This design comes from an exercise in tuning for small area and a short achievable clock period on the open sky130 flow, not from production work. No run shown here included a check of the RTL's function; only the layout flow was run. Power figures rest on the tool's default switching activity, not on a simulated workload.

==> flow/design.v (outline; a module is shown in full before it is edited, if it fits) <==
// module Decoder_Unit: 9 lines
// module ALU_MUL: 901 lines
// module ALU_DIV: 648 lines
// module ALU_ADDSUB: 44 lines
// module LOGIC_UNIT: 8 lines
// module CMP_UNIT: 11 lines
// module SHIFT_UNIT: 9 lines
// module ALU_TOP: 62 lines
module ALU_TOP (
input wire signed [15:0] A,
input wire signed [15:0] B,
input wire [3:0] ALU_FUNC,
input wire CLK,
input wire RST,
output reg signed [31:0] Arith_OUT,
output reg [15:0] Logic_OUT,
output reg [1:0] CMP_OUT,
output reg [16:0] SHIFT_OUT,
output reg Arith_Flag, Logic_Flag, CMP_Flag, SHIFT_Flag
	);
  // ...
==> flow/flow/run.sh <==
#!/bin/bash
# The standard layout (standard.sh) with three changes:
#  - synthesis is the standard synthesis with ABC's mapping script replaced by
#    flow/abc.script (flow/synth.tcl); the registers are the standard synthesis's;
#  - every port is buffered by the smallest buffer cell instead of the one buffer_ports
#    picks by default;
#  - repair_timing aims for 44 ns of setup slack (SETUP_SLACK_MARGIN) instead of 0, so the
#    resizer upsizes the critical path; the clock and constraints stay the design's.
# Each tool's output lands in the ORFS logs under orfs/logs/; make's own output goes to
# standard_flow.log in this folder.
set -euo pipefail
bash standard.sh "SYNTH_SCRIPT=$PWD/flow/synth.tcl" \
  "BUFFER_PORTS_ARGS=-buffer_cell sky130_fd_sc_hd__buf_1" \
  SETUP_SLACK_MARGIN=44 finish > standard_flow.log 2>&1
==> flow/flow/abc.script <==
strash
dch
map -a
topo
stime -c
==> flow/flow/synth.tcl <==
# The standard synthesis (synth_recipe.tcl in the work folder), with ABC's mapping script
# replaced by flow/abc.script. Only the combinational mapping changes; the registers are the
# standard synthesis's.
set my_flow_dir [file dirname [file normalize [info script]]]
proc abc {args} {
  set i [lsearch -exact $args -script]
  if {$i >= 0} { lset args [expr {$i + 1}] [file join $::my_flow_dir abc.script] }
  yosys abc {*}$args
}
source [file join [file dirname $my_flow_dir] synth_recipe.tcl]
==> flow/standard.sh <==
#!/bin/bash
# synth_recipe.tcl (not shown) runs the flow's synth.tcl, then flattens the netlist and writes it again
# the make line also repeats each setting of config.mk as NAME=value (left out here)
make -C /OpenROAD-flow-scripts/flow DESIGN_CONFIG=/design/flow/config.mk WORK_HOME=/design/flow/orfs CLKGATE_MAP_FILE= SYNTH_SCRIPT=/design/flow/synth_recipe.tcl "${@:-finish}"
==> flow/config.mk <==
export PLATFORM = sky130hd
export DESIGN_NAME = ALU_TOP
export DESIGN_NICKNAME = ALU_TOP
export VERILOG_FILES = /design/flow/design.v
export SDC_FILE = /design/flow/constraint.sdc
export NUM_CORES = 4
export LEC_CHECK = 0
export ABC_AREA = 1
export CAP_MARGIN = 20
export CORE_MARGIN = 2
export CORE_UTILIZATION = 40
export SLEW_MARGIN = 20
==> flow/constraint.sdc <==
create_clock -name core_clock -period 95.0 [get_ports {CLK}]
set_input_delay 19.0000 -clock core_clock [delete_from_list [all_inputs] [get_ports {CLK}]]
set_output_delay 19.0000 -clock core_clock [all_outputs]
set_load 0.01 [all_outputs]
==> metrics.md, run 1 <==
| Metric | Value |
|---|---|
| Top layer in use | `met4` |
| Avg Inst Size Synth | `8.19 µm²` |
| Largest net degree at the start of global routing | `64` |
| DR pass1 iterations | `7` |
| Dpl hpwl | `36500 µm` |
| Non-clock buffers | `246` |
| Routed WL | `51400 µm` |
| Cell-internal power | `189 µW` |
| Final Cell Area | `0.0178 mm²` |
| Cell count after placement | `2360` |
| Post-Synthesis Cell Area | `0.0143 mm²` |
| Core ar. | `0.0355 mm²` |
| Multi-input combinational area share | `71.6%` |
| Status | `finished clean` |
| H-tree levels | `3` |
| Top flop regs | `Arith_OUT: 32 flops, SHIFT_OUT: 17 flops, Logic_OUT: 16 flops` |
| YS warnings | `1` |
| Largest family of logic cells by synthesized area | `adder cells` |
| CP Launch Point | `A[0]` |
| Met2 wire length | `24900 µm` |
| Clock buffers | `9` |
| CP max stage cell | `a2111oi_4` |
| P_sw | `192 µW` |
| Buffering overhead | `8.76%` |
| Final GP Congestion | `0.925` |
| Commonest non-fill, non-tap cell in the layout | `nand2_1` |
| Adder-cell share of the synthesized area | `35.7%` |
| Worst setup margin | `45.49 ns` |
| FP Rows | `69` |
| Worst Setup Start Kind | `input port` |
| Port buffer count | `108` |
| Root Buffer | `clkbuf_16` |
| Post-Route Utilization | `50.2%` |
==> inputs of run 2 (changes only) <==
--- a/flow/design.v
+++ b/flow/design.v
@@ -980,170 +980,164 @@
 wire [3:0] d12;
 wire [4:0] c12;
 wire [3:0] p12 = x12 ^ Bx[3:0];
 wire [3:0] g12 = x12 & Bx[3:0];
 wire k12_g0 = g12[0] | (p12[0] & ci);
 wire k12_1G = g12[1] | (p12[1] & k12_g0);
 wire k12_2G = g12[3] | (p12[3] & g12[2]);
 wire k12_2P = p12[3] & p12[2];
-wire k12_3G = g12[2] | (p12[2] & k12_1G);
-wire k12_4G = k12_2G | (k12_2P & k12_1G);
+wire k12_3G = k12_2G | (k12_2P & k12_1G);
+wire k12_4G = g12[2] | (p12[2] & k12_1G);
 assign d12[0] = p12[0] ^ ci;
 assign d12[1] = p12[1] ^ k12_g0;
 assign d12[2] = p12[2] ^ k12_1G;
-assign d12[3] = p12[3] ^ k12_3G;
-assign c12[4] = k12_4G;
+assign d12[3] = p12[3] ^ k12_4G;
+assign c12[4] = k12_3G;
 assign q[12] = c12[4] & (&Bx[15:4]);
 wire [3:0] r12 = q[12] ? d12 : x12;
 wire [4:0] x11;
 assign x11 = {r12, N[11]};
 wire [4:0] d11;
 wire [5:0] c11;
 wire [4:0] p11 = x11 ^ Bx[4:0];
 wire [4:0] g11 = x11 & Bx[4:0];
 wire k11_g0 = g11[0] | (p11[0] & ci);
 wire k11_1G = g11[1] | (p11[1] & k11_g0);
 wire k11_2G = g11[3] | (p11[3] & g11[2]);
 wire k11_2P = p11[3] & p11[2];
-wire k11_3G = g11[2] | (p11[2] & k11_1G);
-wire k11_4G = k11_2G | (k11_2P & k11_1G);
-wire k11_5G = g11[4] | (p11[4] & k11_4G);
+wire k11_3G = k11_2G | (k11_2P & k11_1G);
+wire k11_4G = g11[2] | (p11[2] & k11_1G);
+wire k11_5G = g11[4] | (p11[4] & k11_3G);
 assign d11[0] = p11[0] ^ ci;
 assign d11[1] = p11[1] ^ k11_g0;
 assign d11[2] = p11[2] ^ k11_1G;
-assign d11[3] = p11[3] ^ k11_3G;
-assign d11[4] = p11[4] ^ k11_4G;
+assign d11[3] = p11[3] ^ k11_4G;
+assign d11[4] = p11[4] ^ k11_3G;
 assign c11[5] = k11_5G;
 assign q[11] = c11[5] & (&Bx[15:5]);
 wire [4:0] r11 = q[11] ? d11 : x11;
 wire [5:0] x10;
 assign x10 = {r11, N[10]};
 wire [5:0] d10;
 wire [6:0] c10;
 wire [5:0] p10 = x10 ^ Bx[5:0];
 wire [5:0] g10 = x10 & Bx[5:0];
 wire k10_g0 = g10[0] | (p10[0] & ci);
 wire k10_1G = g10[1] | (p10[1] & k10_g0);
 wire k10_2G = g10[3] | (p10[3] & g10[2]);
 wire k10_2P = p10[3] & p10[2];
 wire k10_3G = g10[5] | (p10[5] & g10[4]);
 wire k10_3P = p10[5] & p10[4];
-wire k10_4G = g10[2] | (p10[2] & k10_1G);
-wire k10_5G = k10_2G | (k10_2P & k10_1G);
-wire k10_6G = g10[4] | (p10[4] & k10_5G);
-wire k10_7G = k10_3G | (k10_3P & k10_5G);
+wire k10_4G = k10_2G | (k10_2P & k10_1G);
+wire k10_5G = k10_3G | (k10_3P & k10_4G);
+wire k10_6G = g10[2] | (p10[2] & k10_1G);
+wire k10_7G = g10[4] | (p10[4] & k10_4G);
 assign d10[0] = p10[0] ^ ci;
 assign d10[1] = p10[1] ^ k10_g0;
 assign d10[2] = p10[2] ^ k10_1G;
-assign d10[3] = p10[3] ^ k10_4G;
-assign d10[4] = p10[4] ^ k10_5G;
-assign d10[5] = p10[5] ^ k10_6G;
-assign c10[6] = k10_7G;
+assign d10[3] = p10[3] ^ k10_6G;
+assign d10[4] = p10[4] ^ k10_4G;
+assign d10[5] = p10[5] ^ k10_7G;
+assign c10[6] = k10_5G;
 assign q[10] = c10[6] & (&Bx[15:6]);
 wire [5:0] r10 = q[10] ? d10 : x10;
 wire [6:0] x9;
 assign x9 = {r10, N[9]};
 wire [6:0] d9;
 wire [7:0] c9;
 wire [6:0] p9 = x9 ^ Bx[6:0];
 wire [6:0] g9 = x9 & Bx[6:0];
 wire k9_g0 = g9[0] | (p9[0] & ci);
 wire k9_1G = g9[1] | (p9[1] & k9_g0);
 wire k9_2G = g9[3] | (p9[3] & g9[2]);
 wire k9_2P = p9[3] & p9[2];
 wire k9_3G = g9[5] | (p9[5] & g9[4]);
 wire k9_3P = p9[5] & p9[4];
-wire k9_4G = g9[2] | (p9[2] & k9_1G);
-wire k9_5G = k9_2G | (k9_2P & k9_1G);
-wire k9_6G = g9[6] | (p9[6] & k9_3G);
-wire k9_6P = p9[6] & k9_3P;
-wire k9_7G = g9[4] | (p9[4] & k9_5G);
-wire k9_8G = k9_3G | (k9_3P & k9_5G);
-wire k9_9G = k9_6G | (k9_6P & k9_5G);
+wire k9_4G = k9_2G | (k9_2P & k9_1G);
+wire k9_5G = k9_3G | (k9_3P & k9_4G);
+wire k9_6G = g9[2] | (p9[2] & k9_1G);
+wire k9_7G = g9[4] | (p9[4] & k9_4G);
+wire k9_8G = g9[6] | (p9[6] & k9_5G);
 assign d9[0] = p9[0] ^ ci;
 assign d9[1] = p9[1] ^ k9_g0;
 assign d9[2] = p9[2] ^ k9_1G;
-assign d9[3] = p9[3] ^ k9_4G;
-assign d9[4] = p9[4] ^ k9_5G;
+assign d9[3] = p9[3] ^ k9_6G;
+assign d9[4] = p9[4] ^ k9_4G;
 assign d9[5] = p9[5] ^ k9_7G;
-assign d9[6] = p9[6] ^ k9_8G;
-assign c9[7] = k9_9G;
+assign d9[6] = p9[6] ^ k9_5G;
+assign c9[7] = k9_8G;
 assign q[9] = c9[7] & (&Bx[15:7]);
 wire [6:0] r9 = q[9] ? d9 : x9;
 wire [7:0] x8;
 assign x8 = {r9, N[8]};
 wire [7:0] d8;
 wire [8:0] c8;
 wire [7:0] p8 = x8 ^ Bx[7:0];
 wire [7:0] g8 = x8 & Bx[7:0];
 wire k8_g0 = g8[0] | (p8[0] & ci);
 wire k8_1G = g8[1] | (p8[1] & k8_g0);
 wire k8_2G = g8[3] | (p8[3] & g8[2]);
 wire k8_2P = p8[3] & p8[2];
 wire k8_3G = g8[5] | (p8[5] & g8[4]);
 wire k8_3P = p8[5] & p8[4];
 wire k8_4G = g8[7] | (p8[7] & g8[6]);
 wire k8_4P = p8[7] & p8[6];
-wire k8_5G = g8[2] | (p8[2] & k8_1G);
-wire k8_6G = k8_2G | (k8_2P & k8_1G);
-wire k8_7G = g8[6] | (p8[6] & k8_3G);
-wire k8_7P = p8[6] & k8_3P;
-wire k8_8G = k8_4G | (k8_4P & k8_3G);
-wire k8_8P = k8_4P & k8_3P;
-wire k8_9G = g8[4] | (p8[4] & k8_6G);
-wire k8_10G = k8_3G | (k8_3P & k8_6G);
-wire k8_11G = k8_7G | (k8_7P & k8_6G);
-wire k8_12G = k8_8G | (k8_8P & k8_6G);
+wire k8_5G = k8_2G | (k8_2P & k8_1G);
+wire k8_6G = k8_4G | (k8_4P & k8_3G);
+wire k8_6P = k8_4P & k8_3P;
+wire k8_7G = k8_6G | (k8_6P & k8_5G);
+wire k8_8G = k8_3G | (k8_3P & k8_5G);
+wire k8_9G = g8[2] | (p8[2] & k8_1G);
+wire k8_10G = g8[4] | (p8[4] & k8_5G);
+wire k8_11G = g8[6] | (p8[6] & k8_8G);
 assign d8[0] = p8[0] ^ ci;
 assign d8[1] = p8[1] ^ k8_g0;
 assign d8[2] = p8[2] ^ k8_1G;
-assign d8[3] = p8[3] ^ k8_5G;
-assign d8[4] = p8[4] ^ k8_6G;
-assign d8[5] = p8[5] ^ k8_9G;
-assign d8[6] = p8[6] ^ k8_10G;
+assign d8[3] = p8[3] ^ k8_9G;
+assign d8[4] = p8[4] ^ k8_5G;
+assign d8[5] = p8[5] ^ k8_10G;
+assign d8[6] = p8[6] ^ k8_8G;
 assign d8[7] = p8[7] ^ k8_11G;
-assign c8[8] = k8_12G;
+assign c8[8] = k8_7G;
 assign q[8] = c8[8] & (&Bx[15:8]);
 wire [7:0] r8 = q[8] ? d8 : x8;
 wire [8:0] x7;
 assign x7 = {r8, N[7]};
 wire [8:0] d7;
 wire [9:0] c7;
 wire [8:0] p7 = x7 ^ Bx[8:0];
 wire [8:0] g7 = x7 & Bx[8:0];
 wire k7_g0 = g7[0] | (p7[0] & ci);
 wire k7_1G = g7[1] | (p7[1] & k7_g0);
 wire k7_2G = g7[3] | (p7[3] & g7[2]);
 wire k7_2P = p7[3] & p7[2];
 wire k7_3G = g7[5] | (p7[5] & g7[4]);
 wire k7_3P = p7[5] & p7[4];
 wire k7_4G = g7[7] | (p7[7] & g7[6]);
 wire k7_4P = p7[7] & p7[6];
-wire k7_5G = g7[2] | (p7[2] & k7_1G);
-wire k7_6G = k7_2G | (k7_2P & k7_1G);
-wire k7_7G = g7[6] | (p7[6] & k7_3G);
-wire k7_7P = p7[6] & k7_3P;
-wire k7_8G = k7_4G | (k7_4P & k7_3G);
-wire k7_8P = k7_4P & k7_3P;
-wire k7_9G = g7[4] | (p7[4] & k7_6G);
-wire k7_10G = k7_3G | (k7_3P & k7_6G);
-wire k7_11G = k7_7G | (k7_7P & k7_6G);
-wire k7_12G = k7_8G | (k7_8P & k7_6G);
-wire k7_13G = g7[8] | (p7[8] & k7_12G);
+wire k7_5G = k7_2G | (k7_2P & k7_1G);
+wire k7_6G = k7_4G | (k7_4P & k7_3G);
+wire k7_6P = k7_4P & k7_3P;
+wire k7_7G = k7_6G | (k7_6P & k7_5G);
+wire k7_8G = k7_3G | (k7_3P & k7_5G);
+wire k7_9G = g7[2] | (p7[2] & k7_1G);
+wire k7_10G = g7[4] | (p7[4] & k7_5G);
+wire k7_11G = g7[6] | (p7[6] & k7_8G);
+wire k7_12G = g7[8] | (p7[8] & k7_7G);
 assign d7[0] = p7[0] ^ ci;
 assign d7[1] = p7[1] ^ k7_g0;
 assign d7[2] = p7[2] ^ k7_1G;
-assign d7[3] = p7[3] ^ k7_5G;
-assign d7[4] = p7[4] ^ k7_6G;
-assign d7[5] = p7[5] ^ k7_9G;
-assign d7[6] = p7[6] ^ k7_10G;
+assign d7[3] = p7[3] ^ k7_9G;
+assign d7[4] = p7[4] ^ k7_5G;
+assign d7[5] = p7[5] ^ k7_10G;
+assign d7[6] = p7[6] ^ k7_8G;
 assign d7[7] = p7[7] ^ k7_11G;
-assign d7[8] = p7[8] ^ k7_12G;
-assign c7[9] = k7_13G;
+assign d7[8] = p7[8] ^ k7_7G;
+assign c7[9] = k7_12G;
 assign q[7] = c7[9] & (&Bx[15:9]);
 wire [8:0] r7 = q[7] ? d7 : x7;
 wire [9:0] x6;
 assign x6 = {r7, N[6]};
 wire [9:0] d6;
 wire [10:0] c6;
 wire [9:0] p6 = x6 ^ Bx[9:0];
 wire [9:0] g6 = x6 & Bx[9:0];
@@ -1152,39 +1146,37 @@
 wire k6_2G = g6[3] | (p6[3] & g6[2]);
 wire k6_2P = p6[3] & p6[2];
 wire k6_3G = g6[5] | (p6[5] & g6[4]);
 wire k6_3P = p6[5] & p6[4];
 wire k6_4G = g6[7] | (p6[7] & g6[6]);
 wire k6_4P = p6[7] & p6[6];
 wire k6_5G = g6[9] | (p6[9] & g6[8]);
 wire k6_5P = p6[9] & p6[8];
-wire k6_6G = g6[2] | (p6[2] & k6_1G);
-wire k6_7G = k6_2G | (k6_2P & k6_1G);
-wire k6_8G = g6[6] | (p6[6] & k6_3G);
-wire k6_8P = p6[6] & k6_3P;
-wire k6_9G = k6_4G | (k6_4P & k6_3G);
-wire k6_9P = k6_4P & k6_3P;
-wire k6_10G = g6[4] | (p6[4] & k6_7G);
-wire k6_11G = k6_3G | (k6_3P & k6_7G);
-wire k6_12G = k6_8G | (k6_8P & k6_7G);
-wire k6_13G = k6_9G | (k6_9P & k6_7G);
-wire k6_14G = g6[8] | (p6[8] & k6_13G);
-wire k6_15G = k6_5G | (k6_5P & k6_13G);
+wire k6_6G = k6_2G | (k6_2P & k6_1G);
+wire k6_7G = k6_4G | (k6_4P & k6_3G);
+wire k6_7P = k6_4P & k6_3P;
+wire k6_8G = k6_7G | (k6_7P & k6_6G);
+wire k6_9G = k6_3G | (k6_3P & k6_6G);
+wire k6_10G = k6_5G | (k6_5P & k6_8G);
+wire k6_11G = g6[2] | (p6[2] & k6_1G);
+wire k6_12G = g6[4] | (p6[4] & k6_6G);
+wire k6_13G = g6[6] | (p6[6] & k6_9G);
+wire k6_14G = g6[8] | (p6[8] & k6_8G);
 assign d6[0] = p6[0] ^ ci;
 assign d6[1] = p6[1] ^ k6_g0;
 assign d6[2] = p6[2] ^ k6_1G;
-assign d6[3] = p6[3] ^ k6_6G;
-assign d6[4] = p6[4] ^ k6_7G;
-assign d6[5] = p6[5] ^ k6_10G;
-assign d6[6] = p6[6] ^ k6_11G;
-assign d6[7] = p6[7] ^ k6_12G;
-assign d6[8] = p6[8] ^ k6_13G;
+assign d6[3] = p6[3] ^ k6_11G;
+assign d6[4] = p6[4] ^ k6_6G;
+assign d6[5] = p6[5] ^ k6_12G;
+assign d6[6] = p6[6] ^ k6_9G;
+assign d6[7] = p6[7] ^ k6_13G;
+assign d6[8] = p6[8] ^ k6_8G;
 assign d6[9] = p6[9] ^ k6_14G;
-assign c6[10] = k6_15G;
+assign c6[10] = k6_10G;
 assign q[6] = c6[10] & (&Bx[15:10]);
 wire [9:0] r6 = q[6] ? d6 : x6;
 wire [10:0] x5;
 assign x5 = {r6, N[5]};
 wire [10:0] d5;
 wire [11:0] c5;
 wire [10:0] p5 = x5 ^ Bx[10:0];
 wire [10:0] g5 = x5 & Bx[10:0];
@@ -1193,43 +1185,39 @@
 wire k5_2G = g5[3] | (p5[3] & g5[2]);
 wire k5_2P = p5[3] & p5[2];
 wire k5_3G = g5[5] | (p5[5] & g5[4]);
 wire k5_3P = p5[5] & p5[4];
 wire k5_4G = g5[7] | (p5[7] & g5[6]);
 wire k5_4P = p5[7] & p5[6];
 wire k5_5G = g5[9] | (p5[9] & g5[8]);
 wire k5_5P = p5[9] & p5[8];
-wire k5_6G = g5[2] | (p5[2] & k5_1G);
-wire k5_7G = k5_2G | (k5_2P & k5_1G);
-wire k5_8G = g5[6] | (p5[6] & k5_3G);
-wire k5_8P = p5[6] & k5_3P;
-wire k5_9G = k5_4G | (k5_4P & k5_3G);
-wire k5_9P = k5_4P & k5_3P;
-wire k5_10G = g5[10] | (p5[10] & k5_5G);
-wire k5_10P = p5[10] & k5_5P;
-wire k5_11G = g5[4] | (p5[4] & k5_7G);
-wire k5_12G = k5_3G | (k5_3P & k5_7G);
-wire k5_13G = k5_8G | (k5_8P & k5_7G);
-wire k5_14G = k5_9G | (k5_9P & k5_7G);
-wire k5_15G = g5[8] | (p5[8] & k5_14G);
-wire k5_16G = k5_5G | (k5_5P & k5_14G);
-wire k5_17G = k5_10G | (k5_10P & k5_14G);
+wire k5_6G = k5_2G | (k5_2P & k5_1G);
+wire k5_7G = k5_4G | (k5_4P & k5_3G);
+wire k5_7P = k5_4P & k5_3P;
+wire k5_8G = k5_7G | (k5_7P & k5_6G);
+wire k5_9G = k5_3G | (k5_3P & k5_6G);
+wire k5_10G = k5_5G | (k5_5P & k5_8G);
+wire k5_11G = g5[2] | (p5[2] & k5_1G);
+wire k5_12G = g5[4] | (p5[4] & k5_6G);
+wire k5_13G = g5[6] | (p5[6] & k5_9G);
+wire k5_14G = g5[8] | (p5[8] & k5_8G);
+wire k5_15G = g5[10] | (p5[10] & k5_10G);
 assign d5[0] = p5[0] ^ ci;
 assign d5[1] = p5[1] ^ k5_g0;
 assign d5[2] = p5[2] ^ k5_1G;
-assign d5[3] = p5[3] ^ k5_6G;
-assign d5[4] = p5[4] ^ k5_7G;
-assign d5[5] = p5[5] ^ k5_11G;
-assign d5[6] = p5[6] ^ k5_12G;
+assign d5[3] = p5[3] ^ k5_11G;
+assign d5[4] = p5[4] ^ k5_6G;
+assign d5[5] = p5[5] ^ k5_12G;
+assign d5[6] = p5[6] ^ k5_9G;
 assign d5[7] = p5[7] ^ k5_13G;
-assign d5[8] = p5[8] ^ k5_14G;
-assign d5[9] = p5[9] ^ k5_15G;
-assign d5[10] = p5[10] ^ k5_16G;
-assign c5[11] = k5_17G;
+assign d5[8] = p5[8] ^ k5_8G;
+assign d5[9] = p5[9] ^ k5_14G;
+assign d5[10] = p5[10] ^ k5_10G;
+assign c5[11] = k5_15G;
 assign q[5] = c5[11] & (&Bx[15:11]);
 wire [10:0] r5 = q[5] ? d5 : x5;
 wire [11:0] x4;
 assign x4 = {r5, N[4]};
 wire [11:0] d4;
 wire [12:0] c4;
 wire [11:0] p4 = x4 ^ Bx[11:0];
 wire [11:0] g4 = x4 & Bx[11:0];
@@ -1240,47 +1228,43 @@
 wire k4_3G = g4[5] | (p4[5] & g4[4]);
 wire k4_3P = p4[5] & p4[4];
 wire k4_4G = g4[7] | (p4[7] & g4[6]);
 wire k4_4P = p4[7] & p4[6];
 wire k4_5G = g4[9] | (p4[9] & g4[8]);
 wire k4_5P = p4[9] & p4[8];
 wire k4_6G = g4[11] | (p4[11] & g4[10]);
 wire k4_6P = p4[11] & p4[10];
-wire k4_7G = g4[2] | (p4[2] & k4_1G);
-wire k4_8G = k4_2G | (k4_2P & k4_1G);
-wire k4_9G = g4[6] | (p4[6] & k4_3G);
-wire k4_9P = p4[6] & k4_3P;
-wire k4_10G = k4_4G | (k4_4P & k4_3G);
-wire k4_10P = k4_4P & k4_3P;
-wire k4_11G = g4[10] | (p4[10] & k4_5G);
-wire k4_11P = p4[10] & k4_5P;
-wire k4_12G = k4_6G | (k4_6P & k4_5G);
-wire k4_12P = k4_6P & k4_5P;
-wire k4_13G = g4[4] | (p4[4] & k4_8G);
-wire k4_14G = k4_3G | (k4_3P & k4_8G);
-wire k4_15G = k4_9G | (k4_9P & k4_8G);
-wire k4_16G = k4_10G | (k4_10P & k4_8G);
-wire k4_17G = g4[8] | (p4[8] & k4_16G);
-wire k4_18G = k4_5G | (k4_5P & k4_16G);
-wire k4_19G = k4_11G | (k4_11P & k4_16G);
-wire k4_20G = k4_12G | (k4_12P & k4_16G);
+wire k4_7G = k4_2G | (k4_2P & k4_1G);
+wire k4_8G = k4_4G | (k4_4P & k4_3G);
+wire k4_8P = k4_4P & k4_3P;
+wire k4_9G = k4_6G | (k4_6P & k4_5G);
+wire k4_9P = k4_6P & k4_5P;
+wire k4_10G = k4_8G | (k4_8P & k4_7G);
+wire k4_11G = k4_9G | (k4_9P & k4_10G);
+wire k4_12G = k4_3G | (k4_3P & k4_7G);
+wire k4_13G = k4_5G | (k4_5P & k4_10G);
+wire k4_14G = g4[2] | (p4[2] & k4_1G);
+wire k4_15G = g4[4] | (p4[4] & k4_7G);
+wire k4_16G = g4[6] | (p4[6] & k4_12G);
+wire k4_17G = g4[8] | (p4[8] & k4_10G);
+wire k4_18G = g4[10] | (p4[10] & k4_13G);
 assign d4[0] = p4[0] ^ ci;
 assign d4[1] = p4[1] ^ k4_g0;
 assign d4[2] = p4[2] ^ k4_1G;
-assign d4[3] = p4[3] ^ k4_7G;
-assign d4[4] = p4[4] ^ k4_8G;
-assign d4[5] = p4[5] ^ k4_13G;
-assign d4[6] = p4[6] ^ k4_14G;
-assign d4[7] = p4[7] ^ k4_15G;
-assign d4[8] = p4[8] ^ k4_16G;
+assign d4[3] = p4[3] ^ k4_14G;
+assign d4[4] = p4[4] ^ k4_7G;
+assign d4[5] = p4[5] ^ k4_15G;
+assign d4[6] = p4[6] ^ k4_12G;
+assign d4[7] = p4[7] ^ k4_16G;
+assign d4[8] = p4[8] ^ k4_10G;
 assign d4[9] = p4[9] ^ k4_17G;
-assign d4[10] = p4[10] ^ k4_18G;
-assign d4[11] = p4[11] ^ k4_19G;
-assign c4[12] = k4_20G;
+assign d4[10] = p4[10] ^ k4_13G;
+assign d4[11] = p4[11] ^ k4_18G;
+assign c4[12] = k4_11G;
 assign q[4] = c4[12] & (&Bx[15:12]);
 wire [11:0] r4 = q[4] ? d4 : x4;
 wire [12:0] x3;
 assign x3 = {r4, N[3]};
 wire [12:0] d3;
 wire [13:0] c3;
 wire [12:0] p3 = x3 ^ Bx[12:0];
 wire [12:0] g3 = x3 & Bx[12:0];
@@ -1291,51 +1275,45 @@
 wire k3_3G = g3[5] | (p3[5] & g3[4]);
 wire k3_3P = p3[5] & p3[4];
 wire k3_4G = g3[7] | (p3[7] & g3[6]);
 wire k3_4P = p3[7] & p3[6];
 wire k3_5G = g3[9] | (p3[9] & g3[8]);
 wire k3_5P = p3[9] & p3[8];
 wire k3_6G = g3[11] | (p3[11] & g3[10]);
 wire k3_6P = p3[11] & p3[10];
-wire k3_7G = g3[2] | (p3[2] & k3_1G);
-wire k3_8G = k3_2G | (k3_2P & k3_1G);
-wire k3_9G = g3[6] | (p3[6] & k3_3G);
-wire k3_9P = p3[6] & k3_3P;
-wire k3_10G = k3_4G | (k3_4P & k3_3G);
-wire k3_10P = k3_4P & k3_3P;
-wire k3_11G = g3[10] | (p3[10] & k3_5G);
-wire k3_11P = p3[10] & k3_5P;
-wire k3_12G = k3_6G | (k3_6P & k3_5G);
-wire k3_12P = k3_6P & k3_5P;
-wire k3_13G = g3[4] | (p3[4] & k3_8G);
-wire k3_14G = k3_3G | (k3_3P & k3_8G);
-wire k3_15G = k3_9G | (k3_9P & k3_8G);
-wire k3_16G = k3_10G | (k3_10P & k3_8G);
-wire k3_17G = g3[12] | (p3[12] & k3_12G);
-wire k3_17P = p3[12] & k3_12P;
-wire k3_18G = g3[8] | (p3[8] & k3_16G);
-wire k3_19G = k3_5G | (k3_5P & k3_16G);
-wire k3_20G = k3_11G | (k3_11P & k3_16G);
-wire k3_21G = k3_12G | (k3_12P & k3_16G);
-wire k3_22G = k3_17G | (k3_17P & k3_16G);
+wire k3_7G = k3_2G | (k3_2P & k3_1G);
+wire k3_8G = k3_4G | (k3_4P & k3_3G);
+wire k3_8P = k3_4P & k3_3P;
+wire k3_9G = k3_6G | (k3_6P & k3_5G);
+wire k3_9P = k3_6P & k3_5P;
+wire k3_10G = k3_8G | (k3_8P & k3_7G);
+wire k3_11G = k3_9G | (k3_9P & k3_10G);
+wire k3_12G = k3_3G | (k3_3P & k3_7G);
+wire k3_13G = k3_5G | (k3_5P & k3_10G);
+wire k3_14G = g3[2] | (p3[2] & k3_1G);
+wire k3_15G = g3[4] | (p3[4] & k3_7G);
+wire k3_16G = g3[6] | (p3[6] & k3_12G);
+wire k3_17G = g3[8] | (p3[8] & k3_10G);
+wire k3_18G = g3[10] | (p3[10] & k3_13G);
+wire k3_19G = g3[12] | (p3[12] & k3_11G);
 assign d3[0] = p3[0] ^ ci;
 assign d3[1] = p3[1] ^ k3_g0;
 assign d3[2] = p3[2] ^ k3_1G;
-assign d3[3] = p3[3] ^ k3_7G;
-assign d3[4] = p3[4] ^ k3_8G;
-assign d3[5] = p3[5] ^ k3_13G;
-assign d3[6] = p3[6] ^ k3_14G;
-assign d3[7] = p3[7] ^ k3_15G;
-assign d3[8] = p3[8] ^ k3_16G;
-assign d3[9] = p3[9] ^ k3_18G;
-assign d3[10] = p3[10] ^ k3_19G;
-assign d3[11] = p3[11] ^ k3_20G;
-assign d3[12] = p3[12] ^ k3_21G;
-assign c3[13] = k3_22G;
+assign d3[3] = p3[3] ^ k3_14G;
+assign d3[4] = p3[4] ^ k3_7G;
+assign d3[5] = p3[5] ^ k3_15G;
+assign d3[6] = p3[6] ^ k3_12G;
+assign d3[7] = p3[7] ^ k3_16G;
+assign d3[8] = p3[8] ^ k3_10G;
+assign d3[9] = p3[9] ^ k3_17G;
+assign d3[10] = p3[10] ^ k3_13G;
+assign d3[11] = p3[11] ^ k3_18G;
+assign d3[12] = p3[12] ^ k3_11G;
+assign c3[13] = k3_19G;
 assign q[3] = c3[13] & (&Bx[15:13]);
 wire [12:0] r3 = q[3] ? d3 : x3;
 wire [13:0] x2;
 assign x2 = {r3, N[2]};
 wire [13:0] d2;
 wire [14:0] c2;
 wire [13:0] p2 = x2 ^ Bx[13:0];
 wire [13:0] g2 = x2 & Bx[13:0];
@@ -1348,55 +1326,47 @@
 wire k2_4G = g2[7] | (p2[7] & g2[6]);
 wire k2_4P = p2[7] & p2[6];
 wire k2_5G = g2[9] | (p2[9] & g2[8]);
 wire k2_5P = p2[9] & p2[8];
 wire k2_6G = g2[11] | (p2[11] & g2[10]);
 wire k2_6P = p2[11] & p2[10];
 wire k2_7G = g2[13] | (p2[13] & g2[12]);
 wire k2_7P = p2[13] & p2[12];
-wire k2_8G = g2[2] | (p2[2] & k2_1G);
-wire k2_9G = k2_2G | (k2_2P & k2_1G);
-wire k2_10G = g2[6] | (p2[6] & k2_3G);
-wire k2_10P = p2[6] & k2_3P;
-wire k2_11G = k2_4G | (k2_4P & k2_3G);
-wire k2_11P = k2_4P & k2_3P;
-wire k2_12G = g2[10] | (p2[10] & k2_5G);
-wire k2_12P = p2[10] & k2_5P;
-wire k2_13G = k2_6G | (k2_6P & k2_5G);
-wire k2_13P = k2_6P & k2_5P;
-wire k2_14G = g2[4] | (p2[4] & k2_9G);
-wire k2_15G = k2_3G | (k2_3P & k2_9G);
-wire k2_16G = k2_10G | (k2_10P & k2_9G);
-wire k2_17G = k2_11G | (k2_11P & k2_9G);
-wire k2_18G = g2[12] | (p2[12] & k2_13G);
-wire k2_18P = p2[12] & k2_13P;
-wire k2_19G = k2_7G | (k2_7P & k2_13G);
-wire k2_19P = k2_7P & k2_13P;
-wire k2_20G = g2[8] | (p2[8] & k2_17G);
-wire k2_21G = k2_5G | (k2_5P & k2_17G);
-wire k2_22G = k2_12G | (k2_12P & k2_17G);
-wire k2_23G = k2_13G | (k2_13P & k2_17G);
-wire k2_24G = k2_18G | (k2_18P & k2_17G);
-wire k2_25G = k2_19G | (k2_19P & k2_17G);
+wire k2_8G = k2_2G | (k2_2P & k2_1G);
+wire k2_9G = k2_4G | (k2_4P & k2_3G);
+wire k2_9P = k2_4P & k2_3P;
+wire k2_10G = k2_6G | (k2_6P & k2_5G);
+wire k2_10P = k2_6P & k2_5P;
+wire k2_11G = k2_9G | (k2_9P & k2_8G);
+wire k2_12G = k2_10G | (k2_10P & k2_11G);
+wire k2_13G = k2_3G | (k2_3P & k2_8G);
+wire k2_14G = k2_5G | (k2_5P & k2_11G);
+wire k2_15G = k2_7G | (k2_7P & k2_12G);
+wire k2_16G = g2[2] | (p2[2] & k2_1G);
+wire k2_17G = g2[4] | (p2[4] & k2_8G);
+wire k2_18G = g2[6] | (p2[6] & k2_13G);
+wire k2_19G = g2[8] | (p2[8] & k2_11G);
+wire k2_20G = g2[10] | (p2[10] & k2_14G);
+wire k2_21G = g2[12] | (p2[12] & k2_12G);
 assign d2[0] = p2[0] ^ ci;
 assign d2[1] = p2[1] ^ k2_g0;
 assign d2[2] = p2[2] ^ k2_1G;
-assign d2[3] = p2[3] ^ k2_8G;
-assign d2[4] = p2[4] ^ k2_9G;
-assign d2[5] = p2[5] ^ k2_14G;
-assign d2[6] = p2[6] ^ k2_15G;
-assign d2[7] = p2[7] ^ k2_16G;
-assign d2[8] = p2[8] ^ k2_17G;
-assign d2[9] = p2[9] ^ k2_20G;
-assign d2[10] = p2[10] ^ k2_21G;
-assign d2[11] = p2[11] ^ k2_22G;
-assign d2[12] = p2[12] ^ k2_23G;
-assign d2[13] = p2[13] ^ k2_24G;
-assign c2[14] = k2_25G;
+assign d2[3] = p2[3] ^ k2_16G;
+assign d2[4] = p2[4] ^ k2_8G;
+assign d2[5] = p2[5] ^ k2_17G;
+assign d2[6] = p2[6] ^ k2_13G;
+assign d2[7] = p2[7] ^ k2_18G;
+assign d2[8] = p2[8] ^ k2_11G;
+assign d2[9] = p2[9] ^ k2_19G;
+assign d2[10] = p2[10] ^ k2_14G;
+assign d2[11] = p2[11] ^ k2_20G;
+assign d2[12] = p2[12] ^ k2_12G;
+assign d2[13] = p2[13] ^ k2_21G;
+assign c2[14] = k2_15G;
 assign q[2] = c2[14] & (&Bx[15:14]);
 wire [13:0] r2 = q[2] ? d2 : x2;
 wire [14:0] x1;
 assign x1 = {r2, N[1]};
 wire [14:0] d1;
 wire [15:0] c1;
 wire [14:0] p1 = x1 ^ Bx[14:0];
 wire [14:0] g1 = x1 & Bx[14:0];
@@ -1409,61 +1379,49 @@
 wire k1_4G = g1[7] | (p1[7] & g1[6]);
 wire k1_4P = p1[7] & p1[6];
 wire k1_5G = g1[9] | (p1[9] & g1[8]);
 wire k1_5P = p1[9] & p1[8];
 wire k1_6G = g1[11] | (p1[11] & g1[10]);
 wire k1_6P = p1[11] & p1[10];
 wire k1_7G = g1[13] | (p1[13] & g1[12]);
 wire k1_7P = p1[13] & p1[12];
-wire k1_8G = g1[2] | (p1[2] & k1_1G);
-wire k1_9G = k1_2G | (k1_2P & k1_1G);
-wire k1_10G = g1[6] | (p1[6] & k1_3G);
-wire k1_10P = p1[6] & k1_3P;
-wire k1_11G = k1_4G | (k1_4P & k1_3G);
-wire k1_11P = k1_4P & k1_3P;
-wire k1_12G = g1[10] | (p1[10] & k1_5G);
-wire k1_12P = p1[10] & k1_5P;
-wire k1_13G = k1_6G | (k1_6P & k1_5G);
-wire k1_13P = k1_6P & k1_5P;
-wire k1_14G = g1[14] | (p1[14] & k1_7G);
-wire k1_14P = p1[14] & k1_7P;
-wire k1_15G = g1[4] | (p1[4] & k1_9G);
-wire k1_16G = k1_3G | (k1_3P & k1_9G);
-wire k1_17G = k1_10G | (k1_10P & k1_9G);
-wire k1_18G = k1_11G | (k1_11P & k1_9G);
-wire k1_19G = g1[12] | (p1[12] & k1_13G);
-wire k1_19P = p1[12] & k1_13P;
-wire k1_20G = k1_7G | (k1_7P & k1_13G);
-wire k1_20P = k1_7P & k1_13P;
-wire k1_21G = k1_14G | (k1_14P & k1_13G);
-wire k1_21P = k1_14P & k1_13P;
-wire k1_22G = g1[8] | (p1[8] & k1_18G);
-wire k1_23G = k1_5G | (k1_5P & k1_18G);
-wire k1_24G = k1_12G | (k1_12P & k1_18G);
-wire k1_25G = k1_13G | (k1_13P & k1_18G);
-wire k1_26G = k1_19G | (k1_19P & k1_18G);
-wire k1_27G = k1_20G | (k1_20P & k1_18G);
-wire k1_28G = k1_21G | (k1_21P & k1_18G);
+wire k1_8G = k1_2G | (k1_2P & k1_1G);
+wire k1_9G = k1_4G | (k1_4P & k1_3G);
+wire k1_9P = k1_4P & k1_3P;
+wire k1_10G = k1_6G | (k1_6P & k1_5G);
+wire k1_10P = k1_6P & k1_5P;
+wire k1_11G = k1_9G | (k1_9P & k1_8G);
+wire k1_12G = k1_10G | (k1_10P & k1_11G);
+wire k1_13G = k1_3G | (k1_3P & k1_8G);
+wire k1_14G = k1_5G | (k1_5P & k1_11G);
+wire k1_15G = k1_7G | (k1_7P & k1_12G);
+wire k1_16G = g1[2] | (p1[2] & k1_1G);
+wire k1_17G = g1[4] | (p1[4] & k1_8G);
+wire k1_18G = g1[6] | (p1[6] & k1_13G);
+wire k1_19G = g1[8] | (p1[8] & k1_11G);
+wire k1_20G = g1[10] | (p1[10] & k1_14G);
+wire k1_21G = g1[12] | (p1[12] & k1_12G);
+wire k1_22G = g1[14] | (p1[14] & k1_15G);
 assign d1[0] = p1[0] ^ ci;
 assign d1[1] = p1[1] ^ k1_g0;
 assign d1[2] = p1[2] ^ k1_1G;
-assign d1[3] = p1[3] ^ k1_8G;
-assign d1[4] = p1[4] ^ k1_9G;
-assign d1[5] = p1[5] ^ k1_15G;
-assign d1[6] = p1[6] ^ k1_16G;
-assign d1[7] = p1[7] ^ k1_17G;
-assign d1[8] = p1[8] ^ k1_18G;
-assign d1[9] = p1[9] ^ k1_22G;
-assign d1[10] = p1[10] ^ k1_23G;
-assign d1[11] = p1[11] ^ k1_24G;
-assign d1[12] = p1[12] ^ k1_25G;
-assign d1[13] = p1[13] ^ k1_26G;
-assign d1[14] = p1[14] ^ k1_27G;
-assign c1[15] = k1_28G;
+assign d1[3] = p1[3] ^ k1_16G;
+assign d1[4] = p1[4] ^ k1_8G;
+assign d1[5] = p1[5] ^ k1_17G;
+assign d1[6] = p1[6] ^ k1_13G;
+assign d1[7] = p1[7] ^ k1_18G;
+assign d1[8] = p1[8] ^ k1_11G;
+assign d1[9] = p1[9] ^ k1_19G;
+assign d1[10] = p1[10] ^ k1_14G;
+assign d1[11] = p1[11] ^ k1_20G;
+assign d1[12] = p1[12] ^ k1_12G;
+assign d1[13] = p1[13] ^ k1_21G;
+assign d1[14] = p1[14] ^ k1_15G;
+assign c1[15] = k1_22G;
 assign q[1] = c1[15] & (&Bx[15:15]);
 wire [14:0] r1 = q[1] ? d1 : x1;
 wire [15:0] x0;
 assign x0 = {r1, N[0]};
 wire [15:0] d0;
 wire [16:0] c0;
 wire [15:0] p0 = x0 ^ Bx[15:0];
 wire [15:0] g0 = x0 & Bx[15:0];
@@ -1478,67 +1436,55 @@
 wire k0_5G = g0[9] | (p0[9] & g0[8]);
 wire k0_5P = p0[9] & p0[8];
 wire k0_6G = g0[11] | (p0[11] & g0[10]);
 wire k0_6P = p0[11] & p0[10];
 wire k0_7G = g0[13] | (p0[13] & g0[12]);
 wire k0_7P = p0[13] & p0[12];
 wire k0_8G = g0[15] | (p0[15] & g0[14]);
 wire k0_8P = p0[15] & p0[14];
-wire k0_9G = g0[2] | (p0[2] & k0_1G);
-wire k0_10G = k0_2G | (k0_2P & k0_1G);
-wire k0_11G = g0[6] | (p0[6] & k0_3G);
-wire k0_11P = p0[6] & k0_3P;
-wire k0_12G = k0_4G | (k0_4P & k0_3G);
-wire k0_12P = k0_4P & k0_3P;
-wire k0_13G = g0[10] | (p0[10] & k0_5G);
-wire k0_13P = p0[10] & k0_5P;
-wire k0_14G = k0_6G | (k0_6P & k0_5G);
-wire k0_14P = k0_6P & k0_5P;
-wire k0_15G = g0[14] | (p0[14] & k0_7G);
-wire k0_15P = p0[14] & k0_7P;
-wire k0_16G = k0_8G | (k0_8P & k0_7G);
-wire k0_16P = k0_8P & k0_7P;
-wire k0_17G = g0[4] | (p0[4] & k0_10G);
-wire k0_18G = k0_3G | (k0_3P & k0_10G);
-wire k0_19G = k0_11G | (k0_11P & k0_10G);
-wire k0_20G = k0_12G | (k0_12P & k0_10G);
-wire k0_21G = g0[12] | (p0[12] & k0_14G);
-wire k0_21P = p0[12] & k0_14P;
-wire k0_22G = k0_7G | (k0_7P & k0_14G);
-wire k0_22P = k0_7P & k0_14P;
-wire k0_23G = k0_15G | (k0_15P & k0_14G);
-wire k0_23P = k0_15P & k0_14P;
-wire k0_24G = k0_16G | (k0_16P & k0_14G);
-wire k0_24P = k0_16P & k0_14P;
-wire k0_25G = g0[8] | (p0[8] & k0_20G);
-wire k0_26G = k0_5G | (k0_5P & k0_20G);
-wire k0_27G = k0_13G | (k0_13P & k0_20G);
-wire k0_28G = k0_14G | (k0_14P & k0_20G);
-wire k0_29G = k0_21G | (k0_21P & k0_20G);
-wire k0_30G = k0_22G | (k0_22P & k0_20G);
-wire k0_31G = k0_23G | (k0_23P & k0_20G);
-wire k0_32G = k0_24G | (k0_24P & k0_20G);
+wire k0_9G = k0_2G | (k0_2P & k0_1G);
+wire k0_10G = k0_4G | (k0_4P & k0_3G);
+wire k0_10P = k0_4P & k0_3P;
+wire k0_11G = k0_6G | (k0_6P & k0_5G);
+wire k0_11P = k0_6P & k0_5P;
+wire k0_12G = k0_8G | (k0_8P & k0_7G);
+wire k0_12P = k0_8P & k0_7P;
+wire k0_13G = k0_10G | (k0_10P & k0_9G);
+wire k0_14G = k0_12G | (k0_12P & k0_11G);
+wire k0_14P = k0_12P & k0_11P;
+wire k0_15G = k0_14G | (k0_14P & k0_13G);
+wire k0_16G = k0_11G | (k0_11P & k0_13G);
+wire k0_17G = k0_3G | (k0_3P & k0_9G);
+wire k0_18G = k0_5G | (k0_5P & k0_13G);
+wire k0_19G = k0_7G | (k0_7P & k0_16G);
+wire k0_20G = g0[2] | (p0[2] & k0_1G);
+wire k0_21G = g0[4] | (p0[4] & k0_9G);
+wire k0_22G = g0[6] | (p0[6] & k0_17G);
+wire k0_23G = g0[8] | (p0[8] & k0_13G);
+wire k0_24G = g0[10] | (p0[10] & k0_18G);
+wire k0_25G = g0[12] | (p0[12] & k0_16G);
+wire k0_26G = g0[14] | (p0[14] & k0_19G);
 assign d0[0] = p0[0] ^ ci;
 assign d0[1] = p0[1] ^ k0_g0;
 assign d0[2] = p0[2] ^ k0_1G;
-assign d0[3] = p0[3] ^ k0_9G;
-assign d0[4] = p0[4] ^ k0_10G;
-assign d0[5] = p0[5] ^ k0_17G;
-assign d0[6] = p0[6] ^ k0_18G;
-assign d0[7] = p0[7] ^ k0_19G;
-assign d0[8] = p0[8] ^ k0_20G;
-assign d0[9] = p0[9] ^ k0_25G;
-assign d0[10] = p0[10] ^ k0_26G;
-assign d0[11] = p0[11] ^ k0_27G;
-assign d0[12] = p0[12] ^ k0_28G;
-assign d0[13] = p0[13] ^ k0_29G;
-assign d0[14] = p0[14] ^ k0_30G;
-assign d0[15] = p0[15] ^ k0_31G;
-assign c0[16] = k0_32G;
+assign d0[3] = p0[3] ^ k0_20G;
+assign d0[4] = p0[4] ^ k0_9G;
+assign d0[5] = p0[5] ^ k0_21G;
+assign d0[6] = p0[6] ^ k0_17G;
+assign d0[7] = p0[7] ^ k0_22G;
+assign d0[8] = p0[8] ^ k0_13G;
+assign d0[9] = p0[9] ^ k0_23G;
+assign d0[10] = p0[10] ^ k0_18G;
+assign d0[11] = p0[11] ^ k0_24G;
+assign d0[12] = p0[12] ^ k0_16G;
+assign d0[13] = p0[13] ^ k0_25G;
+assign d0[14] = p0[14] ^ k0_19G;
+assign d0[15] = p0[15] ^ k0_26G;
+assign c0[16] = k0_15G;
 assign q[0] = c0[16];
 wire sq = sa ^ sb;
 wire [16:0] qn;
 assign qn[0] = q[0];
 assign qn[1] = q[1] ^ (sq & (|q[0:0]));
 assign qn[2] = q[2] ^ (sq & (|q[1:0]));
 assign qn[3] = q[3] ^ (sq & (|q[2:0]));
 assign qn[4] = q[4] ^ (sq & (|q[3:0]));
==> flow/flow/run.sh (replaced) <==
#!/bin/bash
# The standard layout (standard.sh) with two changes:
#  - every port is buffered by the smallest buffer cell instead of the one buffer_ports
#    picks by default;
#  - repair_timing aims for 45 ns of setup slack (SETUP_SLACK_MARGIN) instead of 0, so the
#    resizer upsizes the critical path; the clock and constraints stay the design's.
# Each tool's output lands in the ORFS logs under orfs/logs/; make's own output goes to
# standard_flow.log in this folder.
set -euo pipefail
bash standard.sh "BUFFER_PORTS_ARGS=-buffer_cell sky130_fd_sc_hd__buf_1" \
  SETUP_SLACK_MARGIN=45 finish > standard_flow.log 2>&1
removed: flow/flow/abc.script
removed: flow/flow/synth.tcl
==> run 2 against run 1 <==
  * Still clean on timing, DRC and antenna
  * Flip-flop and latch count unchanged
  * Setup slack better by 1.4 ns
  * Synthesized area rose by 11%
  * Global-route usage shrank 0.36 points
  * Total power rose by 4.2%
  * Clock power grew 1%
  * Utilization decreased by 3.4 points
  * Sequential share of layout area is 0.38 points lower
  * Critical path depth down 24
  * Critical endpoint is now Arith_OUT[20]
  * Largest cell class unchanged
  * Largest power group unchanged
==> metrics.md, run 2 <==
| Metric | Value |
|---|---|
| Setup WS pre-CTS | `40.87 ns` |
| Final Hold Fails | `0` |
| DRT iter0 DRCs | `1503` |
| CP max stage cell | `fa_1` |
| DR vias | `15.0k` |
| FFs w/ async S/R, synth | `100%` |
| Number of synthesized flops with an enable pin | `0` |
| Share of layout cells above drive strength 1 | `17.7%` |
| Root Buffer | `clkbuf_16` |
| Synth-to-Final Area Change | `16.0%` |
| Post-Route Utilization | `46.9% (-3.4 points)` |
| Max-cap viol count | `0` |
| YS warnings | `1 (unchanged)` |
| Largest stage delay on the critical path | `0.45 ns` |
| Total grt overflow | `0` |
| Commonest cells in the synthesized netlist | `nand2_1 (355), inv_1 (214), xor2_1 (207), fa_1 (190), o22ai_1 (133)` |
| Ys flop type | `dfrtp_1` |
| Crit Path Category | `in2reg` |
| Nets | `2495` |
| Layout fillers | `3885` |
| Final period util | `50.6%` |
| Syn Inst Count | `1997` |
| WL/cell | `20.9 µm` |
| # setup viols final | `0` |
| Avg Inst Size Synth | `8.01 µm² (-2.3%)` |
| Gr usage total | `26.3%` |
| Yosys top cell area share | `23.8%` |
| Status | `finished clean` |
| DR pass1 iterations | `7 (unchanged)` |
| Top cells by area, synth | `fa_1 (24%), xor2_1 (11%), dfrtp_1 (11%)` |
| Number of global-route vias before repair | `14.7k` |
| Crit path time final | `48.07 ns` |
| Worst EP arrival | `48.26 ns` |
| Commonest non-fill, non-tap cell in the layout | `nand2_1` |
| Relative slew slack | `33.0%` |
| Worst setup margin | `46.93 ns (+1.44 ns)` |
| Port buffer count | `108 (unchanged)` |
| Unique masters post-synth | `58` |
| Initial core utilization | `40.4%` |
| Cell Pwr Density | `21.4 mW/mm²` |
| Worst Setup Start Kind | `input port` |
| Most flop-heavy register | `Arith_OUT` |
| Core ar. | `0.0395 mm² (+11%)` |
| Routed WL | `55800 µm (+8.5%)` |
| Worst Path Required | `95.19 ns` |
| Seq/Total Area, Yosys | `11.1%` |
| Die ar. | `0.0416 mm²` |
| CTS tree | `yes` |
| Largest net degree at the start of global routing | `72 (+13%)` |
| Top flop regs | `Arith_OUT: 32 flops, SHIFT_OUT: 17 flops, Logic_OUT: 16 flops` |
| Fmax | `20.8 MHz` |
| Slew Limit Fails | `0` |
| RSZ-0062 raised after global routing | `false` |
| H-tree levels | `3 (unchanged)` |
| Multi-input logic area | `0.0132 mm²` |
| Inserted Clock Buffers | `9` |
| Post-Synthesis Cell Area | `0.0160 mm² (+11%)` |
| Leak pwr | `0.00896 µW` |
| Most frequent cells in the layout | `nand2_1 (352), xor2_1 (206), inv_1 (201)` |
| Worst hold path class | `in2async` |
| Initial antenna violation count | `0` |
| Post-Route Setup TNS | `0 ns` |
| Detail Route Antenna Nets | `0` |
| Max reg flops | `32` |
| Die Height | `204 µm` |
| CP endpoint kind | `flip-flop` |
| First-pass GRT wire length | `83800 µm` |
| Clock transition at the registers of the reported paths | `0.07 ns` |
| # IOs | `109` |
| Final GP Congestion | `0.904 (-2.3%)` |
| Clk sinks | `71` |
| Residual DRC | `0` |
| Most instantiated library cell after synthesis | `nand2_1` |
| CP most frequent cell | `nand2_1` |
| FP Rows | `73 (+5.8%)` |
| Reg area | `0.00178 mm²` |
| Worst slew pin tran | `1.00 ns` |
| N_diodes | `0` |
| Dpl hpwl | `40600 µm (+11%)` |
| Seq cells post-synth | `71` |
| Crit path max fanout | `20` |
| Vias per inst | `5.62` |
| CTS max path bufs | `2` |
| Largest area contributor in the netlist | `fa_1` |
| Max IR drop VDD | `0.0000168 V` |
| Syn nets | `2355` |
| Die width | `204 µm` |
run 2: changes by cell type in the layout (fill, tap and decap cells not counted), moves of 19 or more:
cell	delta
nand3_1	+51
nand3_2	+24
buf_4	-20
a21oi_1	-27
clkinv_1	-162
fa_1	+26
nand2_1	+66
inv_1	+201
o21ai_1	+19
o21ai_0	-25
run 2: kinds of logic after synthesis:
family / count (synthesis) / synth area share, %
xor+xnor: 221 / 12.3
flops: 71 / 11.1
compound gates: 408 / 15.4
mux: 2 / 0.125
simple gates: 612 / 18.2
buf+inv: 363 / 8.95
fa+ha+maj: 320 / 34.0
run 2: report_power, final:
part	internal (µW)	total (µW)	switching, µW
Combinational	138	324	186
Sequential	34.6	36.2	1.60
Clock	20.9	37.3	16.4
run 2: metrics by stage:
stage	std cells	cell area, µm²	hold WS (ns)	power [µW]
floorplan	1997	16000	18.70	256
global placement	2561	16900	19.30	330
detailed placement	2561	16900	19.32	338
CTS	2594	17400	18.94	380
global route	2667	18500	19.00	444
finish	2667	18500	18.90	397
run 2: metal layers:
| metal | vias to the layer above | share of wire, % | global-route usage, % |
|---|---|---|---|
| met5 | - | 0 | 0 |
| met2 | 669 | 49 | 44.8 |
| met4 | 0 | 3.3 | 9.44 |
| met3 | 131 | 6.6 | 2.39 |
| met1 | 7381 | 41 | 34.7 |
| li1 | 6808 | - | - |
run 2: final cells by class:
type	instances	share of cell area, %
sequential	71	9.58
clock buffer	9	1.21
tap	525	3.54
timing repair buffer	235	8.23
clock inverter	7	0.452
inverter	255	5.63
multi-input combinational	1565	71.4
run 2: worst paths after layout:
path | startpoint | to | slack, ns | cells after the start
max | A[8] | Arith_OUT[20] | 46.93 | 183
max in group asynchronous | RST | Arith_OUT[27] | 75.44 | 2
min | RST | Logic_Flag | 18.90 | 2
min in group core_clock | ALU_FUNC[2] | SHIFT_Flag | 18.94 | 3
run 2: worst max-delay path, delay by kind of cell:
kind / cells / cell delay, ns
buffers and inverters: 30 / 3.96
XOR/XNOR: 9 / 1.71
adder cells (fa/ha/maj): 22 / 7.95
AO/OA/AOI/OAI: 61 / 8.64
AND/OR/NAND/NOR: 61 / 6.89
run 2: timing repair:
item,in CTS,in global routing
cloned,0,4
resized for setup,26,130
endpoints found under the setup margin,32,32
setup buffers,17,69
pin swaps,6,31
hold buffers,0,0

-- port drivers added, routing unchanged --
The flow's constraints put no driver on any port. The routed layouts listed below were extracted and timed again, unchanged, in two steps. Step 1: set_driving_cell puts a clkbuf_16 on CLK and a buf_2 on each other input, an assumption about the parent block. Step 2 times the ports against the registers' clock, not the clock port: input delays grow and output delays shrink by t, the midpoint of the rising clock arrivals with the driver on. Three values: no drivers, after step 1, after step 2; two values: the first two.
| run | shift t [ns] | slack for setup (ns) | hold WS [ns] | worst setup path at the end |
|---|---|---|---|---|
| run 1 | 0.426 | 45.493 / 45.507 / 45.081 | 18.552 / 18.530 / 18.956 | input to register |
| run 2 | 0.405 | 46.934 / 46.958 / 46.553 | 18.896 / 18.871 / 19.276 | input to register |
After both steps every run listed still meets setup and hold. For run 1, which loses most, drivers alone change the setup slack by +0.014 ns; drivers and shift together by -0.412 ns.
